This design comes from an exercise in tuning for small area on the open sky130 flow, not from production work. In this exercise RTL edits were held to simulation tests only and were not proved equivalent to the original.

Setup of the previous run:
==> module uart_rxp, before the edit <==
module uart_rxp (
    input  wire       clk_i,
    input  wire       reset_i,
    input  wire       tick_i,
    input  wire       en_i,
    input  wire       clr_i,
    input  wire       rx_i,
    input  wire       pop_i,
    output reg  [4:0] lvl_o,
    output reg        ovrn_o,
    output wire       busy_o,
    output wire [7:0] head_o
);
    function automatic [4:0] updn_toggle(input [4:0] c, input up, input dn);
        integer k;
        reg all1, all0;
        begin
            all1 = 1'b1;
            all0 = 1'b1;
            for (k = 0; k < 5; k = k + 1) begin
                updn_toggle[k] = (up & all1) | (dn & all0);
                all1 = all1 & c[k];
                all0 = all0 & ~c[k];
            end
        end
    endfunction
    localparam [3:0] R_MON = 4'd0, R_PUSH = 4'd1, R_FS = 4'd2, R_SV = 4'd3, R_STOP = 4'd12;
    reg       s1, s2;
    reg [3:0] st;
    reg [7:0] rbyte;
    reg [3:0] cnt;
    reg       sp, sq, svalid;
    reg [7:0] fifo [0:15];
    reg       f;        
    reg [4:0] q;        
    wire moving = f & (q != lvl_o);
    wire mon  = (st == R_MON) | (st == R_PUSH) | (st == R_FS);
    wire dph  = (st >= 4'd4) & (st <= 4'd11);
    wire full = lvl_o[4];
    wire wen  = (st == R_PUSH);
    wire push = wen & ~full;
    assign busy_o = (st != R_MON) & (st != R_PUSH);
    always @(posedge clk_i) begin
        s1 <= rx_i;
        s2 <= s1;
    end
    always @(posedge clk_i) begin
        if (reset_i) begin
            st     <= R_MON;
            lvl_o  <= 5'd0;
            ovrn_o <= 1'b0;
            f      <= 1'b0;
        end else begin
            if (mon) begin
                st <= (~s2 & en_i) ? R_SV : R_MON;
            end else if (svalid) begin
                if (st == R_SV)        st <= sp ? R_FS : 4'd4;
                else if (st == R_STOP) st <= sp ? R_PUSH : R_MON;
                else                   st <= st + 4'd1;
            end
            lvl_o <= lvl_o ^ updn_toggle(lvl_o, push & ~pop_i, ~push & pop_i);
            if (push) begin
                f <= 1'b1;
                q <= 5'd16;
            end else begin
                f <= moving & ~(pop_i & (lvl_o == 5'd1));
                if (moving) q <= q - 5'd1;
            end
            if (wen & full)  ovrn_o <= 1'b1;
            else if (clr_i)  ovrn_o <= 1'b0;
        end
        if (svalid & dph) rbyte <= {sp, rbyte[7:1]};
        if (~busy_o)     cnt <= 4'd0;
        else if (tick_i) cnt <= cnt + 4'd1;
        if (tick_i & busy_o) begin
            if (cnt == 4'd6) begin
                sp <= s2;
                sq <= s2;
            end else if (cnt == 4'd7) begin
                sp <= sp & s2;
                sq <= sq | s2;
            end else if (cnt == 4'd8) begin
                sp <= sp | (sq & s2);
            end
        end
        svalid <= tick_i & busy_o & (cnt == 4'd8);
    end
    wire [15:1] ld;
    genvar g;
    generate
        for (g = 1; g < 16; g = g + 1) begin : g_ld
            assign ld[g] = pop_i | (moving & (lvl_o <= 5'd16 - g));
        end
    endgenerate
    integer i;
    always @(posedge clk_i) begin
        if (push) fifo[0] <= rbyte;
        for (i = 1; i < 16; i = i + 1)
            if (ld[i]) fifo[i] <= fifo[i-1];
    end
    assign head_o = (moving & ~(|lvl_o[4:1])) ? rbyte : fifo[15];
endmodule
==> flow/config.mk <==
export PLATFORM = sky130hd
export DESIGN_NAME = uart_top
export DESIGN_NICKNAME = uart_top
export VERILOG_FILES = /design/flow/design.v
export SDC_FILE = /design/flow/constraint.sdc
export NUM_CORES = 4
export LEC_CHECK = 0
export ABC_AREA = 1
export CAP_MARGIN = 20
export CORE_MARGIN = 2
export CORE_UTILIZATION = 60
export SLEW_MARGIN = 20
==> flow/constraint.sdc <==
create_clock -name core_clock -period 5.0 [get_ports {clk_i}]
set_input_delay 1.0000 -clock core_clock [delete_from_list [all_inputs] [get_ports {clk_i}]]
set_output_delay 1.0000 -clock core_clock [all_outputs]
set_load 0.01 [all_outputs]
standard.sh (not shown) runs the stock make flow with config.mk's settings and CLKGATE_MAP_FILE= SYNTH_SCRIPT=/design/flow/synth_recipe.tcl, a recipe that flattens the netlist after the stock synthesis.
==> flow/flow/run.sh <==
#!/bin/bash
set -euo pipefail
export BUFFER_PORTS_ARGS="-buffer_cell sky130_fd_sc_hd__buf_1"
export CTS_ARGS="-sink_clustering_enable -repair_clock_nets -dont_use_dummy_load -buf_list sky130_fd_sc_hd__clkbuf_16 -sink_clustering_size 30 -sink_clustering_max_diameter 100"
bash standard.sh > flow_make.log 2>&1
The previous run finished end to end and its layout was clean on timing, DRC and antenna.
Setup changes, the previous run to the current run
--- a/flow/design.v
+++ b/flow/design.v
@@ -246,15 +246,12 @@
     reg       s1, s2;
     reg [3:0] st;
     reg [7:0] rbyte;
     reg [3:0] cnt;
     reg       sp, sq, svalid;
     reg [7:0] fifo [0:15];
-    reg       f;        
-    reg [4:0] q;        
-    wire moving = f & (q != lvl_o);
     wire mon  = (st == R_MON) | (st == R_PUSH) | (st == R_FS);
     wire dph  = (st >= 4'd4) & (st <= 4'd11);
     wire full = lvl_o[4];
     wire wen  = (st == R_PUSH);
     wire push = wen & ~full;
     assign busy_o = (st != R_MON) & (st != R_PUSH);
@@ -264,29 +261,21 @@
     end
     always @(posedge clk_i) begin
         if (reset_i) begin
             st     <= R_MON;
             lvl_o  <= 5'd0;
             ovrn_o <= 1'b0;
-            f      <= 1'b0;
         end else begin
             if (mon) begin
                 st <= (~s2 & en_i) ? R_SV : R_MON;
             end else if (svalid) begin
                 if (st == R_SV)        st <= sp ? R_FS : 4'd4;
                 else if (st == R_STOP) st <= sp ? R_PUSH : R_MON;
                 else                   st <= st + 4'd1;
             end
             lvl_o <= lvl_o ^ updn_toggle(lvl_o, push & ~pop_i, ~push & pop_i);
-            if (push) begin
-                f <= 1'b1;
-                q <= 5'd16;
-            end else begin
-                f <= moving & ~(pop_i & (lvl_o == 5'd1));
-                if (moving) q <= q - 5'd1;
-            end
             if (wen & full)  ovrn_o <= 1'b1;
             else if (clr_i)  ovrn_o <= 1'b0;
         end
         if (svalid & dph) rbyte <= {sp, rbyte[7:1]};
         if (~busy_o)     cnt <= 4'd0;
         else if (tick_i) cnt <= cnt + 4'd1;
@@ -300,21 +289,22 @@
             end else if (cnt == 4'd8) begin
                 sp <= sp | (sq & s2);
             end
         end
         svalid <= tick_i & busy_o & (cnt == 4'd8);
     end
-    wire [15:1] ld;
+    integer i;
+    always @(posedge clk_i) begin
+        if (push) begin
+            fifo[0] <= rbyte;
+            for (i = 1; i < 16; i = i + 1) fifo[i] <= fifo[i-1];
+        end
+    end
+    wire [7:0] rot [0:15];
     genvar g;
     generate
-        for (g = 1; g < 16; g = g + 1) begin : g_ld
-            assign ld[g] = pop_i | (moving & (lvl_o <= 5'd16 - g));
+        for (g = 0; g < 16; g = g + 1) begin : g_rot
+            assign rot[g] = fifo[(g + 15) % 16];
         end
     endgenerate
-    integer i;
-    always @(posedge clk_i) begin
-        if (push) fifo[0] <= rbyte;
-        for (i = 1; i < 16; i = i + 1)
-            if (ld[i]) fifo[i] <= fifo[i-1];
-    end
-    assign head_o = (moving & ~(|lvl_o[4:1])) ? rbyte : fifo[15];
+    assign head_o = rot[lvl_o[3:0]];
 endmodule
--- outcome ---
- Re global-route usage: the previous run was lower than the current run.
- In the current run relative to the previous run, count of buffers not belonging to the clock network in the layout had gone up by a few percent.
- Taking the previous run as the reference, in the current run share of the clock period used by the worst path after layout grew by 5.0 points; simple-gate area share of the yosys netlist went up 3.0 points; total non-filler cell area in the finished layout moved up.
- Status: share of synthesized cell area in full adder, half adder and majority cells parity (the previous run, the current run)
- Looking at kind of critical path, the reg2out result is from the current run; the in2out one comes from the previous run.
- Measured against each other, the current run and the previous run differ in slew of the pin with the lowest slew margin, the lower figure coming from the previous run.
- Relative to the previous run, the setup slack of the current run is lower by 0.25 ns.

==> static timing again, ports no longer ideal <==
The flow's constraints put no driver on any port. The routed layouts listed below were extracted and timed again, unchanged, in two steps.
Step 1 (the two cells are an assumption about what drives the block):
set clk [get_ports {clk_i}]
set_driving_cell -lib_cell sky130_fd_sc_hd__clkbuf_16 $clk
set_driving_cell -lib_cell sky130_fd_sc_hd__buf_2 [delete_from_list [all_inputs] $clk]
Step 2, shift: input delay + t, output delay - t, t = (earliest + latest rising clock arrival at the registers) / 2. This alone moves slack from input paths to output paths.
Slacks: ideal / step 1 / step 2; pairs: ideal / step 1.
run	shift t [ns]	setup slack, ns	hold WS [ns]	latest minus earliest clock arrival (ns)	worst data-port slew with drivers (ns)
the previous run	0.554	1.230 / 1.211 / 1.072	0.340 / 0.340 / 0.340	0.040 / 0.040	0.03
the current run	0.532	0.980 / 0.933 / 1.245	0.279 / 0.279 / 0.279	0.052 / 0.051	0.03
After both steps every run listed still meets setup and hold. For the previous run, which loses most, drivers alone change the setup slack by -0.019 ns; drivers and shift together by -0.158 ns.
